What follows belongs to an exercise in optimizing a design on an open flow for small area; a production flow would make more cautious choices. The RTL was checked by simulation tests, not by an equivalence proof against the original design. Power and IR drop assume default switching activity.

==> flow/design.v <==
 module Keyboard(
    input                  clk,
    input                  rstn,
    input        [3 :0]    col,
    output       [3 :0]    row,
    output       [15:0]    key_pulse
);
wire  [15:0]  key;
keyboard_scan keyboard_scan(
     .clk(clk)
    ,.rstn(rstn)
    ,.col(col)
    ,.row(row)
    ,.key(key)
);
keyboard_filter keyboard_filter(
     .clk(clk)
    ,.rstn(rstn)
    ,.key_in(key)
    ,.key_pulse(key_pulse)
);
endmodule
module keyboard_scan(
    input                clk,
    input                rstn,
    input        [3 :0]  col,
    output  reg  [3 :0]  row,
    output  reg  [15:0]  key  
);
reg [31:0] cnt;
reg scan_clk;
always@(posedge clk) begin
    if (!rstn) begin
        cnt <= 0;
        scan_clk <= 1'b0;
    end else begin
        if(cnt == 2499) begin
            cnt <= 0;
            scan_clk <= ~scan_clk;
        end else begin
            cnt <= cnt + 1;
        end         
    end
end
wire [3:0] row_nxt = {row[2:0],row[3]} ;
wire scan_rise = rstn & (cnt == 2499) & ~scan_clk;
wire scan_fall = rstn & (cnt == 2499) & scan_clk;
always@(posedge clk , negedge rstn) begin
    if (!rstn) begin
        row <= 4'b1110;
    end else if (scan_rise) begin
        row <= row_nxt;
    end
end
always@(posedge clk , negedge rstn) begin
    if (!rstn) begin
        key <= 16'hffff;
    end else if (scan_fall) begin
        case(row)
            4'b1110 : key[3:0] <= col;
            4'b1101 : key[7:4] <= col;
            4'b1011 : key[11:8] <= col;
            4'b0111 : key[15:12] <= col;
            default : key <= 0;
        endcase
    end
end
endmodule
module keyboard_filter(
    input           clk,
    input           rstn,
    input  [15: 0]  key_in,
    output [15: 0]  key_pulse  
);
wire [15: 0] key;
assign key = ~key_in;
reg  [19 : 0] treg0;
reg  [19 : 0] treg1;
reg  [19 : 0] treg2;
reg  [19 : 0] treg3;
reg  [19 : 0] treg4;
reg  [19 : 0] treg5;
reg  [19 : 0] treg6;
reg  [19 : 0] treg7;
reg  [19 : 0] treg8;
reg  [19 : 0] treg9;
reg  [19 : 0] treg10;
reg  [19 : 0] treg11;
reg  [19 : 0] treg12;
reg  [19 : 0] treg13;
reg  [19 : 0] treg14;
reg  [19 : 0] treg15;
wire [19 : 0] treg0_nxt = treg0 + 1'b1;
wire [19 : 0] treg1_nxt = treg1 + 1'b1;
wire [19 : 0] treg2_nxt = treg2 + 1'b1;
wire [19 : 0] treg3_nxt = treg3 + 1'b1;
wire [19 : 0] treg4_nxt = treg4 + 1'b1;
wire [19 : 0] treg5_nxt = treg5 + 1'b1;
wire [19 : 0] treg6_nxt = treg6 + 1'b1;
wire [19 : 0] treg7_nxt = treg7 + 1'b1;
wire [19 : 0] treg8_nxt = treg8 + 1'b1;
wire [19 : 0] treg9_nxt = treg9 + 1'b1;
wire [19 : 0] treg10_nxt = treg10 + 1'b1;
wire [19 : 0] treg11_nxt = treg11 + 1'b1;
wire [19 : 0] treg12_nxt = treg12 + 1'b1;
wire [19 : 0] treg13_nxt = treg13 + 1'b1;
wire [19 : 0] treg14_nxt = treg14 + 1'b1;
wire [19 : 0] treg15_nxt = treg15 + 1'b1;
always @ (posedge clk or negedge rstn) begin
    if (~rstn) begin
        treg0 <= 20'b0;
        treg1 <= 20'b0;
        treg2 <= 20'b0;
        treg3 <= 20'b0;
        treg4 <= 20'b0;
        treg5 <= 20'b0;
        treg6 <= 20'b0;
        treg7 <= 20'b0;
        treg8 <= 20'b0;
        treg9 <= 20'b0;
        treg10 <= 20'b0;
        treg11 <= 20'b0;
        treg12 <= 20'b0;
        treg13 <= 20'b0;
        treg14 <= 20'b0;
        treg15 <= 20'b0;        
    end
    else begin
        if (key[0]) begin 
            if (treg0 != 20'hfffff)
                treg0 <= treg0_nxt;
        end
        else begin
            treg0 <= 20'b0;
        end
        if (key[1]) begin
            if (treg1 != 20'hfffff)
                treg1 <= treg1_nxt;
        end
        else begin   
            treg1 <= 20'b0;
        end
        if (key[2]) begin
            if (treg2 != 20'hfffff)
                treg2 <= treg2_nxt;
        end
        else begin
            treg2 <= 20'b0;
        end
        if (key[3]) begin
            if (treg3 != 20'hfffff) 
                treg3 <= treg3_nxt;
        end
        else begin        
            treg3 <= 20'b0;
        end
        if (key[4]) begin 
            if (treg4 != 20'hfffff)
                treg4 <= treg4_nxt;
        end
        else begin
            treg4 <= 20'b0;
        end
        if (key[5]) begin 
            if (treg5 != 20'hfffff)
                treg5 <= treg5_nxt;
        end
        else begin
            treg5 <= 20'b0;
        end
        if (key[6]) begin 
            if (treg6 != 20'hfffff)
                treg6 <= treg6_nxt;
        end
        else begin
            treg6 <= 20'b0;
        end
        if (key[7]) begin 
            if (treg7 != 20'hfffff)
                treg7 <= treg7_nxt;
        end
        else begin
            treg7 <= 20'b0;
        end
        if (key[8]) begin 
            if (treg8 != 20'hfffff)
                treg8 <= treg8_nxt;
        end
        else begin
            treg8 <= 20'b0;
        end
        if (key[9]) begin
            if (treg9 != 20'hfffff)
                treg9 <= treg9_nxt;
        end
        else begin   
            treg9 <= 20'b0;
        end
        if (key[10]) begin
            if (treg10 != 20'hfffff)
                treg10 <= treg10_nxt;
        end
        else begin
            treg10 <= 20'b0;
        end
        if (key[11]) begin
            if (treg11 != 20'hfffff) 
                treg11 <= treg11_nxt;
        end
        else begin        
            treg11 <= 20'b0;
        end
        if (key[12]) begin 
            if (treg12 != 20'hfffff)
                treg12 <= treg12_nxt;
        end
        else begin
            treg12 <= 20'b0;
        end
        if (key[13]) begin 
            if (treg13 != 20'hfffff)
                treg13 <= treg13_nxt;
        end
        else begin
            treg13 <= 20'b0;
        end
        if (key[14]) begin 
            if (treg14 != 20'hfffff)
                treg14 <= treg14_nxt;
        end
        else begin
            treg14 <= 20'b0;
        end
        if (key[15]) begin 
            if (treg15 != 20'hfffff)
                treg15 <= treg15_nxt;
        end
        else begin
            treg15 <= 20'b0;
        end                
    end
end
assign key_pulse[15] = (treg15 != 20'hfffff) & (treg15_nxt == 20'hfffff); 
assign key_pulse[14] = (treg14 != 20'hfffff) & (treg14_nxt == 20'hfffff);
assign key_pulse[13] = (treg13 != 20'hfffff) & (treg13_nxt == 20'hfffff);
assign key_pulse[12] = (treg12 != 20'hfffff) & (treg12_nxt == 20'hfffff);
assign key_pulse[11] = (treg11 != 20'hfffff) & (treg11_nxt == 20'hfffff); 
assign key_pulse[10] = (treg10 != 20'hfffff) & (treg10_nxt == 20'hfffff);
assign key_pulse[9] = (treg9 != 20'hfffff) & (treg9_nxt == 20'hfffff);
assign key_pulse[8] = (treg8 != 20'hfffff) & (treg8_nxt == 20'hfffff);
assign key_pulse[7] = (treg7 != 20'hfffff) & (treg7_nxt == 20'hfffff); 
assign key_pulse[6] = (treg6 != 20'hfffff) & (treg6_nxt == 20'hfffff);
assign key_pulse[5] = (treg5 != 20'hfffff) & (treg5_nxt == 20'hfffff);
assign key_pulse[4] = (treg4 != 20'hfffff) & (treg4_nxt == 20'hfffff);
assign key_pulse[3] = (treg3 != 20'hfffff) & (treg3_nxt == 20'hfffff); 
assign key_pulse[2] = (treg2 != 20'hfffff) & (treg2_nxt == 20'hfffff);
assign key_pulse[1] = (treg1 != 20'hfffff) & (treg1_nxt == 20'hfffff);
assign key_pulse[0] = (treg0 != 20'hfffff) & (treg0_nxt == 20'hfffff);
endmodule         
module WriteCtrl(
    input               clk,
    input               rstn,
    input               en,
    input               data_stop,
    output     reg      addr_en,
    output     reg      LCD_CS,
    output     reg      LCD_WR
);
localparam  IDLE  = 6'b000001;
localparam  WAIT  = 6'b000010;
localparam  WR_L  = 6'b000100;
localparam  WR_H  = 6'b001000;
localparam  ADDR  = 6'b010000;
reg [5:0] cur_state, nxt_state;
always @ (*) begin
    if (cur_state[0])
        nxt_state = en ? WAIT : IDLE;
    else if (cur_state[1]) 
        nxt_state = WR_L;
    else if (cur_state[2])
        nxt_state = WR_H;
    else if (cur_state[3])
        nxt_state = ADDR;
    else if (cur_state[4])
        nxt_state = data_stop ? IDLE : WAIT ;   
    else nxt_state = IDLE;
end
always @ (posedge clk or negedge rstn) begin
    if (~rstn) cur_state <= IDLE;
    else cur_state <= nxt_state;
end
always @(posedge clk or negedge rstn) begin
    if (~rstn) begin
        LCD_CS <= 1'b1;
        LCD_WR <= 1'b1;
        addr_en <= 1'b0;
    end else begin
        case (nxt_state)
            IDLE: begin 
                LCD_CS <= 1'b1;
                LCD_WR <= 1'b1;
                addr_en <= 1'b0;
            end
            WAIT: begin 
                LCD_CS <= 1'b0;
                LCD_WR <= 1'b1;
                addr_en <= 1'b0;
            end
            WR_L: begin 
                LCD_CS <= 1'b0;
                LCD_WR <= 1'b0;
                addr_en <= 1'b0;
            end
            WR_H: begin 
                LCD_CS <= 1'b0;
                LCD_WR <= 1'b1;
                addr_en <= 1'b0;
            end
            ADDR: begin 
                LCD_CS <= 1'b0;
                LCD_WR <= 1'b1;
                addr_en <= 1'b1; 
            end
            default: begin 
                LCD_CS <= 1'b1;
                LCD_WR <= 1'b1;
                addr_en<= 1'b0;
            end
        endcase
    end
end
endmodule 
module Color_Ctrl(
    input          clk,
    input          rstn,
    input          en,
    input          color_finish,
    input          delay_finish,
    input          clear_finish,
    output   reg   color_addr_rstn,
    output   reg   color_addr_change,
    output   reg   delay_en,
    output   reg   delay_rstn,
    output   reg   write_en
);
localparam IDLE           = 8'b00000001;
localparam ADDR_CHANGE    = 8'b00000010;
localparam COLOR_WRITE_EN = 8'b00000100;
localparam COLOR_WRITE    = 8'b00001000;
localparam DELAY          = 8'b00010000;
localparam COLOR_CLEAR_EN = 8'b00100000;
localparam COLOR_CLEAR    = 8'b01000000;
reg [7:0] cur_state,nxt_state;
always @(*) begin
    case (cur_state)
        IDLE:begin
            if(en) nxt_state = COLOR_WRITE_EN;
            else nxt_state = IDLE;
        end
        ADDR_CHANGE:begin 
            nxt_state = COLOR_WRITE_EN;
        end
        COLOR_WRITE_EN:begin
            nxt_state = COLOR_WRITE;
        end
        COLOR_WRITE: begin
            if (color_finish) nxt_state = DELAY;
            else nxt_state = COLOR_WRITE;
        end
        DELAY:begin
            if (delay_finish) nxt_state = COLOR_CLEAR_EN;
            else nxt_state = DELAY;
        end
        COLOR_CLEAR_EN:begin
            nxt_state = COLOR_CLEAR;
        end
        COLOR_CLEAR:begin
            if(clear_finish) nxt_state = ADDR_CHANGE;
            else nxt_state = COLOR_CLEAR;
        end
        default: nxt_state = IDLE;
    endcase
end
always @(posedge clk, negedge rstn) begin
    if(!rstn) cur_state <= IDLE;
    else cur_state <= nxt_state;
end
always @(negedge clk , negedge rstn) begin
    if (!rstn) begin
        color_addr_rstn   <= 1'b0;
        color_addr_change <= 1'b0;
        delay_en          <= 1'b0;
        delay_rstn        <= 1'b0;
        write_en          <= 1'b0;
    end else begin
        case (nxt_state)
            IDLE:begin
                color_addr_rstn   <= 1'b0;
                color_addr_change <= 1'b0;
                delay_en          <= 1'b0;
                delay_rstn        <= 1'b0;
                write_en          <= 1'b0;
            end
            ADDR_CHANGE:begin
                color_addr_rstn   <= 1'b1;
                color_addr_change <= 1'b1;
                delay_en          <= 1'b0;
                delay_rstn        <= 1'b0;
                write_en          <= 1'b0;
            end  
            COLOR_WRITE_EN:begin
                color_addr_rstn   <= 1'b0;
                color_addr_change <= 1'b0;
                delay_en          <= 1'b0;
                delay_rstn        <= 1'b0;
                write_en          <= 1'b1;
            end            
            COLOR_WRITE:begin
                color_addr_rstn   <= 1'b1;
                color_addr_change <= 1'b0;
                delay_en          <= 1'b0;
                delay_rstn        <= 1'b0;
                write_en          <= 1'b0;
            end
            DELAY:begin
                color_addr_rstn   <= 1'b1;
                color_addr_change <= 1'b0;
                delay_en          <= 1'b1;
                delay_rstn        <= 1'b1;
                write_en          <= 1'b0;               
            end
            COLOR_CLEAR_EN:begin
                color_addr_rstn   <= 1'b1;
                color_addr_change <= 1'b0;
                delay_en          <= 1'b0;
                delay_rstn        <= 1'b1;
                write_en          <= 1'b1;
            end
            COLOR_CLEAR:begin
                color_addr_rstn   <= 1'b1;
                color_addr_change <= 1'b0;
                delay_en          <= 1'b0;
                delay_rstn        <= 1'b0;
                write_en          <= 1'b0;
            end 
            default:begin
                color_addr_rstn   <= 1'b0;
                color_addr_change <= 1'b0;
                delay_en          <= 1'b0;
                delay_rstn        <= 1'b0;
                write_en          <= 1'b0;
            end
        endcase
    end
end
endmodule
module Addr_Ini # (
    parameter ADDR_WIDTH = 17
)(
    input                       clk,
    input                       rstn,
    input                       cnt_en,
    output         reg          Initial_finish,
    output [ADDR_WIDTH-1 : 0]   addr
);
reg [ADDR_WIDTH-1 : 0] cnt;
wire[ADDR_WIDTH-1 : 0] cnt_nxt = cnt + 1'b1;
always @ (posedge clk or negedge rstn) begin
    if (~rstn) begin 
        cnt <= {ADDR_WIDTH{1'b0}};
    end else begin
        if (cnt_en)    cnt <= cnt_nxt; 
        else             cnt <= cnt;
    end
end
assign addr = ( cnt <= 17'd105 ) ? cnt : (cnt < 17'd76906 ? 17'd106 : cnt - 17'd76800 );
always @(posedge clk , negedge rstn) begin
    if (!rstn) begin
        Initial_finish = 1'b0;
    end else begin
        if (addr == 17'd107) begin
            Initial_finish = 1'b1;
        end
    end
end
endmodule
module Addr_Color #(
    parameter ADDR_WIDTH = 17
)(
    input                          clk,
    input                          rstn,
    input                          en,
    output                         color_finish,
    output                         clear_finish,
    output      [ADDR_WIDTH-1:0]   addr 
);
reg [ADDR_WIDTH-1 : 0] cnt;
wire[ADDR_WIDTH-1 : 0] cnt_nxt = cnt < 17'd933 ? cnt + 1'b1 : 17'd107;
always @ (posedge clk or negedge rstn) begin
    if (~rstn) begin 
        cnt <= 17'd107;
    end else begin
        if (en) cnt <= cnt_nxt; 
    end
end
assign addr =  cnt < 17'd119  ? cnt : 
                     cnt < 17'd519 ? 17'd119 : 
                        cnt < 17'd533  ? cnt - 17'd400: 
                            cnt < 17'd933 ? 17'd132 : cnt - 17'd800 ;
assign color_finish = addr == 17'd120; 
assign clear_finish = addr == 17'd133;
endmodule
module Addr_Parameter(
    input                clk,
    input                rstn,
    input                en,
    output  reg  [15:0]  col_start,
    output  reg  [15:0]  row_start
);
wire [15:0] col_start_nxt = ( col_start == 16'd220 ) ? 16'd0 : col_start + 16'd20;
wire [15:0] row_start_nxt = ( col_start == 16'd220 ) ? ( row_start == 16'd300  ? 16'd0 : row_start + 16'd20 ): row_start;
always @(posedge clk , negedge rstn) begin
    if (!rstn) begin
        col_start <= 16'b0;
        row_start <= 16'b0;
    end else begin
        if (en) begin
            col_start <= col_start_nxt;
            row_start <= row_start_nxt;
        end
    end
end
endmodule
module BlockROM16 # (
    parameter ADDR_WIDTH = 17,
    parameter DATA_WIDTH = 16
)(
    input                         clk,
    input  [ADDR_WIDTH-1 : 0]     addr,
    output reg [DATA_WIDTH-1 : 0] data
);
reg [DATA_WIDTH-1 : 0] mem[255 : 0];
initial begin
    $readmemh("data.hex", mem);
end
always @ (posedge clk) begin
    data <= mem[addr[7:0]];
end
endmodule
module BlockROM1 # (
    parameter ADDR_WIDTH = 17,
    parameter DATA_WIDTH = 1
)(
    input                         clk,
    input  [ADDR_WIDTH-1 : 0]     addr,
    output reg [DATA_WIDTH-1 : 0] data
);
reg [DATA_WIDTH-1 : 0] mem[255 : 0];
initial begin
    $readmemh("sign.hex", mem);
end
always @ (posedge clk) begin
    data <= mem[addr[7:0]];
end
endmodule
module Delay # (
    parameter delay_time = 249999
)(
    input      clk,
    input      rstn,
    input      en,
    output     delay_finish
);
reg  [29:0]cnt;
wire [29:0]cnt_nxt = ( cnt == delay_time ) ? 30'b0 : cnt + 1'b1;
always @(posedge clk , negedge rstn) begin
    if (!rstn) begin
        cnt <= 30'b0;
    end else begin
        if(en) cnt <= cnt_nxt;
    end
end
assign delay_finish = ( cnt == delay_time ) ? 1'b1 : 1'b0;
endmodule
module LCD_instance(
    input                 clk,
    input                 rstn,
    input       [3:0]     col,
    output      [3:0]     row,
    output                LCD_CS,
    output                LCD_RST,
    output                LCD_RS,
    output                LCD_WR,
    output                LCD_RD,
    output  reg  [15:0]   LCD_DATA,
    output                LCD_BLK
);
localparam  ADDR_WIDTH = 17;
assign LCD_RST    = rstn;
assign LCD_RD     = 1'b1;
assign LCD_BLK    = 1'b1;
wire [15:0] key_pulse;
Keyboard Keyboard(
        .clk(clk)
       ,.rstn(rstn)
       ,.col(col)
       ,.row(row)
       ,.key_pulse(key_pulse)
);
wire Initial_finish;
wire ini_addr_en;
wire LCD_CS_1;
wire LCD_WR_1;
WriteCtrl INI_WriteCtrl(
     .clk               (clk)
    ,.rstn              (rstn)
    ,.en                (key_pulse[0])
    ,.data_stop         (Initial_finish)
    ,.addr_en           (ini_addr_en)
    ,.LCD_CS            (LCD_CS_1)
    ,.LCD_WR            (LCD_WR_1)
);
wire color_finish;
wire delay_finish;
wire clear_finish;
wire color_addr_rstn;
wire color_addr_change;
wire delay_en;
wire delay_rstn;
wire write_en;
Color_Ctrl Color_Ctrl(
     .clk               (clk)
    ,.rstn              (rstn)
    ,.en                (key_pulse[1]&&Initial_finish)
    ,.color_finish      (color_finish)
    ,.delay_finish      (delay_finish)
    ,.clear_finish      (clear_finish)
    ,.color_addr_rstn   (color_addr_rstn)
    ,.color_addr_change (color_addr_change)
    ,.delay_en          (delay_en)
    ,.delay_rstn        (delay_rstn)
    ,.write_en          (write_en)
);
wire color_addr_en;
wire LCD_CS_2;
wire LCD_WR_2;
WriteCtrl Color_WriteCtrl(
     .clk               (clk)
    ,.rstn              (rstn)
    ,.en                (write_en)
    ,.data_stop         (color_finish||clear_finish)
    ,.addr_en           (color_addr_en)
    ,.LCD_CS            (LCD_CS_2)
    ,.LCD_WR            (LCD_WR_2)
);
assign LCD_CS = Initial_finish ? LCD_CS_2 : LCD_CS_1;
assign LCD_WR = Initial_finish ? LCD_WR_2 : LCD_WR_1;
wire [ADDR_WIDTH-1:0] ini_addr;
Addr_Ini # (
     .ADDR_WIDTH  (ADDR_WIDTH)
)   Addr_Ini (
     .clk             (clk)
    ,.rstn            (rstn)
    ,.cnt_en          (ini_addr_en)
    ,.Initial_finish  (Initial_finish)
    ,.addr            (ini_addr)
);
wire [ADDR_WIDTH-1:0] color_addr;
Addr_Color # (
     .ADDR_WIDTH  (ADDR_WIDTH)
)   Addr_Color (
     .clk             (clk)
    ,.rstn            (color_addr_rstn)
    ,.en              (color_addr_en)
    ,.color_finish    (color_finish)
    ,.clear_finish    (clear_finish)
    ,.addr            (color_addr)
);
wire [ADDR_WIDTH-1:0] addr;
assign addr = Initial_finish ? color_addr : ini_addr;
wire [15:0] col_start;
wire [15:0] row_start;
Addr_Parameter Addr_Parameter(
     .clk(clk)
    ,.rstn(rstn)
    ,.en(color_addr_change)
    ,.col_start(col_start)
    ,.row_start(row_start)
);
wire [15:0] col_end = col_start + 16'd19;
wire [15:0] row_end = row_start + 16'd19;
wire [15:0] B_DATA;
BlockROM16 # (
     .ADDR_WIDTH  (ADDR_WIDTH) 
    ,.DATA_WIDTH  (16)
)     BlockROM_Data (
     .clk         (clk)
    ,.addr        (addr)
    ,.data        (B_DATA)
);
always @(*) begin
    case (addr)
        17'd108 : LCD_DATA = 16'h002A;
        17'd109 : LCD_DATA = {8'b0,col_start[15:8]};
        17'd110 : LCD_DATA = {8'b0,col_start[7:0]};
        17'd111 : LCD_DATA = {8'b0,col_end[15:8]};
        17'd112 : LCD_DATA = {8'b0,col_end[7:0]};
        17'd113 : LCD_DATA = 16'h002B;
        17'd114 : LCD_DATA = {8'b0,row_start[15:8]};
        17'd115 : LCD_DATA = {8'b0,row_start[7:0]};
        17'd116 : LCD_DATA = {8'b0,row_end[15:8]};
        17'd117 : LCD_DATA = {8'b0,row_end[7:0]};
        17'd118 : LCD_DATA = 16'h002C;
        17'd119 : LCD_DATA = 16'hFFE0;
        17'd120 : LCD_DATA = 16'hFFE0;      
        17'd121 : LCD_DATA = 16'h002A;
        17'd122 : LCD_DATA = {8'b0,col_start[15:8]};
        17'd123 : LCD_DATA = {8'b0,col_start[7:0]};
        17'd124 : LCD_DATA = {8'b0,col_end[15:8]};
        17'd125 : LCD_DATA = {8'b0,col_end[7:0]};
        17'd126 : LCD_DATA = 16'h002B;
        17'd127 : LCD_DATA = {8'b0,row_start[15:8]};
        17'd128 : LCD_DATA = {8'b0,row_start[7:0]};
        17'd129 : LCD_DATA = {8'b0,row_end[15:8]};
        17'd130 : LCD_DATA = {8'b0,row_end[7:0]};
        17'd131 : LCD_DATA = 16'h002C;
        17'd132 : LCD_DATA = 16'hF800;
        17'd133 : LCD_DATA = 16'hF800;
        default: LCD_DATA = B_DATA;
    endcase
end
BlockROM1 # (
     .ADDR_WIDTH  (ADDR_WIDTH)
    ,.DATA_WIDTH  (1)
)     BlockROM_Flag (
     .clk         (clk)
    ,.addr        (addr)
    ,.data        (LCD_RS) 
);
Delay # (
    .delay_time(2000)
) Delay(
     .clk(clk)
    ,.rstn(delay_rstn)
    ,.en(delay_en)
    ,.delay_finish(delay_finish)
);
endmodule
==> flow/data.hex <==
0000
0001
00CF
0000
00C1
0030
00ED
0064
0003
0012
0081
00E8
0085
0010
007A
00CB
0039
002C
0000
0034
0002
00F7
0020
00EA
0000
0000
00C0
001B
00C1
0001
00C5
0030
0030
00C7
00B7
0036
0048
003A
0055
00B1
0000
001A
00B6
000A
00A2
00F2
0000
0026
0001
00E0
000F
002A
0028
0008
000E
0008
0054
00A9
0043
000A
000F
0000
0000
0000
0000
00E1
0000
0015
0017
0007
0011
0006
002B
0056
003C
0005
0010
000F
003F
003F
000F
002B
0000
0000
0001
003F
002A
0000
0000
0000
00EF
0011
0029
0036
0008
002A
0000
0000
0000
00EF
002B
0000
0000
0001
003F
002C
F800
FFFF
002A
0000
0000
0000
0014
002B
0000
0000
0000
0014
002C
FFE0
0000
002C
F800
FFFF
0000
0000
0000
0000
0000
0000
0000
0000
0000
0000
0000
0000
0000
0000
0000
0000
0000
0000
0000
0000
0000
0000
0000
0000
0000
0000
0000
0000
0000
0000
0000
0000
0000
0000
0000
0000
0000
0000
0000
0000
0000
0000
0000
0000
0000
0000
0000
0000
0000
0000
0000
0000
0000
0000
0000
0000
0000
0000
0000
0000
0000
0000
0000
0000
0000
0000
0000
0000
0000
0000
0000
0000
0000
0000
0000
0000
0000
0000
0000
0000
0000
0000
0000
0000
0000
0000
0000
0000
0000
0000
0000
0000
0000
0000
0000
0000
0000
0000
0000
0000
0000
0000
0000
0000
0000
0000
0000
0000
0000
0000
0000
0000
0000
0000
0000
0000
0000
0000
0000
0000
0000
0000
0000
0000
0000
0000
0000
0000
0000
0000
0000
0000
==> flow/sign.hex <==
0
1
0
1
1
1
0
1
1
1
1
0
1
1
1
0
1
1
1
1
1
0
1
0
1
1
0
1
0
1
0
1
1
0
1
0
1
0
1
0
1
1
0
1
1
0
1
0
1
0
1
1
1
1
1
1
1
1
1
1
1
1
1
1
1
0
1
1
1
1
1
1
1
1
1
1
1
1
1
1
1
0
1
1
1
1
0
1
1
1
1
0
0
0
1
0
1
1
1
1
0
1
1
1
1
0
1
1
0
1
1
1
1
0
1
1
1
1
0
1
1
0
1
1
1
1
0
1
1
1
1
0
1
1
0
0
0
0
0
0
0
0
0
0
0
0
0
0
0
0
0
0
0
0
0
0
0
0
0
0
0
0
0
0
0
0
0
0
0
0
0
0
0
0
0
0
0
0
0
0
0
0
0
0
0
0
0
0
0
0
0
0
0
0
0
0
0
0
0
0
0
0
0
0
0
0
0
0
0
0
0
0
0
0
0
0
0
0
0
0
0
0
0
0
0
0
0
0
0
0
0
0
0
0
0
0
0
0
0
0
0
0
0
0
0
0
0
0
0
0
0
0
0
0
0
0
==> flow/run.sh <==
#!/bin/bash
# synth_recipe.tcl (not shown) runs the flow's synth.tcl, then flattens the netlist and writes it again
# the make line also repeats each setting of config.mk as NAME=value (left out here)
make -C /OpenROAD-flow-scripts/flow DESIGN_CONFIG=/design/flow/config.mk WORK_HOME=/design/flow/orfs CLKGATE_MAP_FILE= SYNTH_SCRIPT=/design/flow/synth_recipe.tcl finish
==> flow/config.mk <==
export PLATFORM = sky130hd
export DESIGN_NAME = LCD_instance
export DESIGN_NICKNAME = LCD_instance
export VERILOG_FILES = /design/flow/design.v
export SDC_FILE = /design/flow/constraint.sdc
export NUM_CORES = 4
export LEC_CHECK = 0
export CAP_MARGIN = 20
export CORE_MARGIN = 2
export CORE_UTILIZATION = 40
export SLEW_MARGIN = 20
==> flow/constraint.sdc <==
create_clock -name core_clock -period 10.0 [get_ports {clk}]
set_input_delay 2.0000 -clock core_clock [delete_from_list [all_inputs] [get_ports {clk}]]
set_output_delay 2.0000 -clock core_clock [all_outputs]
set_load 0.01 [all_outputs]
==> metrics.yaml <==
synthesis:
  synthArstFlopShare: 0.791
  synthFlopType: "dfrtp_1"
  synthTopCellsByArea: "dfrtp_1, dfxtp_1, nand2_1"
  synth_edf_count: 0
  synthesis.area_um2: 13600
  yosysUniqueCellTypes: 104
  synth_top_area_share: 0.267
  seq_area_frac_synth: 0.374
  ys_warn_count: 11
  synth_cells: 1630
  ys_ff_latch: 211
  postSynthAreaPerCell_um2: 8.34
  synth_top_cell_by_area: "dfrtp_1"
finish:
  stdcell_count: 2058
  fillers: 3330
  fin_nets: 1628
  antenna_cells: 0
  syn_to_final_growth_pct: 10.1
  drive_gt1_frac: 0.0739
worst_setup_path:
  cp_max_fo: 19
  critical-path-max-stage-delay_ns: 0.63
  cp_cell_sequence: "inv_1 -> ha_1 -> or3b_1 -> a211o_1 -> or3b_1 -> a32oi_1 -> buf_4 -> clkinv_1 -> ha_1 -> and3_1 -> o2bb2ai_1 -> or4_4 -> nor4_4 -> a21o_1 -> clkdlybuf4s50_1"
  critPathLaunchType: "flip-flop"
  path_class: "reg -> out"
  crit_path_end_kind: "primary output"
  crit_buf_inv: 4
  critPathTopFamily: "simple AND/OR/NAND/NOR gates"
  cp.required_ns: 8.00
  crit_slowest_cell: "ha_1"
  critPathArrivalTime_ns: 7.00
detailed_routing:
  drc: 0
  num_vias: 12000
  vias_per_cell: 5.85
  antenna_left: 0
  wire_per_inst_um: 16.8
  first_pass_iters: 6
  drt-total-wl_um: 34600
  drt-initial-drc-count: 1040
floorplanning:
  coreArea_um2: 33500
  die_area_um2: 35500
  placement_rows: 67
  die_w_um: 188
  initial_utilization: 0.406
  die_h_um: 188
  boundaryPins: 32
sta:
  tightest_slew_ns: 1.07
  maxSlewViolCount: 0
  hold_viol_final: 0
  setup_viol: 0
  rsz0062_at_grt: "false"
  tns_ns: 0
  period_share: 0.900
  fin_skew_ns: 0.0222
  fmax_ghz: 0.111
  final.min_clock_period_ns: 9.00
  maxSlewHeadroom: 0.290
placed_design:
  gp_congestion: 0.928
  place_hpwl_um: 23300
  dp_cells: 2010
  port_buffers: 27
run:
  maxCapViolCount: 0
power_and_ir_drop:
  p_leak_nw: 6.05
  ir_drop_mv: 0.121
  p_per_area_nw_per_um2: 124
  power_mw: 1.86
cts:
  cts_tree: "yes"
  htreeDepth: 1
  hold_buffers: 0
  clock_sinks: 211
  post_cts_buffers: 0
  cts_resized: 0
  clock_latency_ns: 0.57
  clock-root-buffer: "clkbuf_16"
  cts_made_buffers: 26
  cts_buffer_depth: 3
  clkTransAtPathRegs_ns: 0.06
run_status:
  status: "complete, no violations"
global_routing:
  grt_pass1_wl_um: 58200
  grt_pass1_vias: 11300
  grt.total_usage: 0.193
  grt_max_degree: 80
  antenna_found_initial: 0
  grt-ovfl-total: 0
min_path:
  hold_path_class: "reg -> reg"
==> through the flow <==
step                instance area (µm²)  hold WS (ns)   util  worst slack, ns
finish                            15000         0.457  0.447             1.00
global route                      15000         0.499  0.447            0.646
CTS                               15000         0.467  0.447             1.02
detailed placement                14100         0.453  0.420             1.57
global placement                  14100         0.443  0.420             1.60
floorplan                         13600         0.426      -             2.07
==> placed cells by master (no fill, tap or decap), types with 17 or more instances in the layout <==
| cell type | n |
|---|---|
| a21oi_1 | 109 |
| a31oi_1 | 26 |
| and3_1 | 41 |
| buf_4 | 18 |
| clkbuf_16 | 27 |
| clkdlybuf4s50_1 | 26 |
| dfrtp_1 | 145 |
| dfstp_2 | 17 |
| dfxtp_1 | 44 |
| ha_1 | 32 |
| inv_1 | 45 |
| nand2_1 | 166 |
| nand2b_1 | 21 |
| nand3_1 | 93 |
| nand4_1 | 31 |
| nor2_1 | 150 |
| nor3_1 | 41 |
| nor4_1 | 34 |
| o21ai_0 | 91 |
| xnor2_1 | 71 |
| xor2_1 | 62 |
==> area by class of cell <==
type | instances | area, µm² | share of cell area
multi-input combinational | 1259 | 7840 | 0.524
clock inverter | 14 | 194 | 0.0130
inverter | 47 | 176 | 0.0118
clock buffer | 34 | 712 | 0.0475
tap | 448 | 561 | 0.0374
timing repair buffer | 45 | 407 | 0.0272
sequential | 211 | 5080 | 0.339
==> final timing paths <==
check / start / to / slack [ns] / cells past startpoint
min in group asynchronous: rstn / Keyboard.keyboard_filter.treg1[4] / 1.49 / 1
max in group asynchronous: rstn / Color_Ctrl.write_en / 3.04 / 1
worst max register to register: Addr_Color.cnt[13] / Color_Ctrl.delay_rstn / 1.49 / 9
worst max-delay path: Addr_Color.cnt[6] / LCD_DATA[8] / 1.00 / 15
worst min register to register: Keyboard.keyboard_scan.cnt[0] / Keyboard.keyboard_scan.cnt[0] / 0.46 / 1
worst min-delay path: Keyboard.keyboard_scan.cnt[0] / Keyboard.keyboard_scan.cnt[0] / 0.46 / 1
==> per-layer routing <==
metal / wire length, µm / global-route usage / share of wire
met1: 16500 / 0.275 / 0.48
met2: 15300 / 0.302 / 0.44
met3: 1930 / 0.0313 / 0.056
met4: 901 / 0.0580 / 0.026
met5: 0 / 0 / 0
==> registers in the layout, indices dropped and copies added (netlist names), 2 cells and up <==
register                        count
Addr_Parameter.row_start           14
Color_WriteCtrl.cur_state           5
Keyboard.keyboard_scan.cnt         32
INI_WriteCtrl.cur_state             5
Addr_Color.cnt                     17
BlockROM_Data.data                 10
Keyboard.keyboard_scan.key          2
Keyboard.keyboard_filter.treg1     20
Addr_Ini.cnt                       17
Keyboard.keyboard_scan.row          4
Addr_Parameter.col_start           14
Keyboard.keyboard_filter.treg0     20
Delay.cnt                          30
Color_Ctrl.cur_state                7
==> cells in the mapped netlist (17+ instances only) <==
cell,count
dfrtp_1,145
nand2b_1,21
nor2_1,150
o21ai_0,91
xor2_1,62
dfxtp_1,44
nand4_1,31
nand2_1,166
a21oi_1,109
nor3_1,41
clkbuf_1,83
nand3_1,93
and3_1,41
dfstp_2,17
a31oi_1,26
ha_1,32
inv_1,45
xnor2_1,71
nor4_1,34
==> kinds of logic after synthesis <==
family / after synthesis / synth area share
other cells: 1 / 0.000276
mux: 12 / 0.00938
fa+ha+maj: 32 / 0.0294
flops: 211 / 0.374
buf+inv: 161 / 0.0503
compound gates: 401 / 0.196
xor+xnor: 133 / 0.0856
simple gates: 679 / 0.256
==> worst register-to-register path, stage by stage, from the launching register on <==
cell and delay, ns:
dfrtp_1 0.44, or4_4 0.52, nor2_1 0.49, nand2_1 0.54, a221oi_2 0.59, nor4_2 0.14, nand3b_1 0.22, nor2_1 0.06
a21oi_1 0.23, o21ai_0 0.12
==> power by group <==
part | internal, mW | leakage, nW | switching [mW] | total, mW
registers | 0.853 | 2.58 | 0.000940 | 0.854
clock network | 0.588 | 0.434 | 0.397 | 0.985
logic | 0.00312 | 3.03 | 0.0134 | 0.0166
total | 1.44 | 6.05 | 0.411 | 1.86
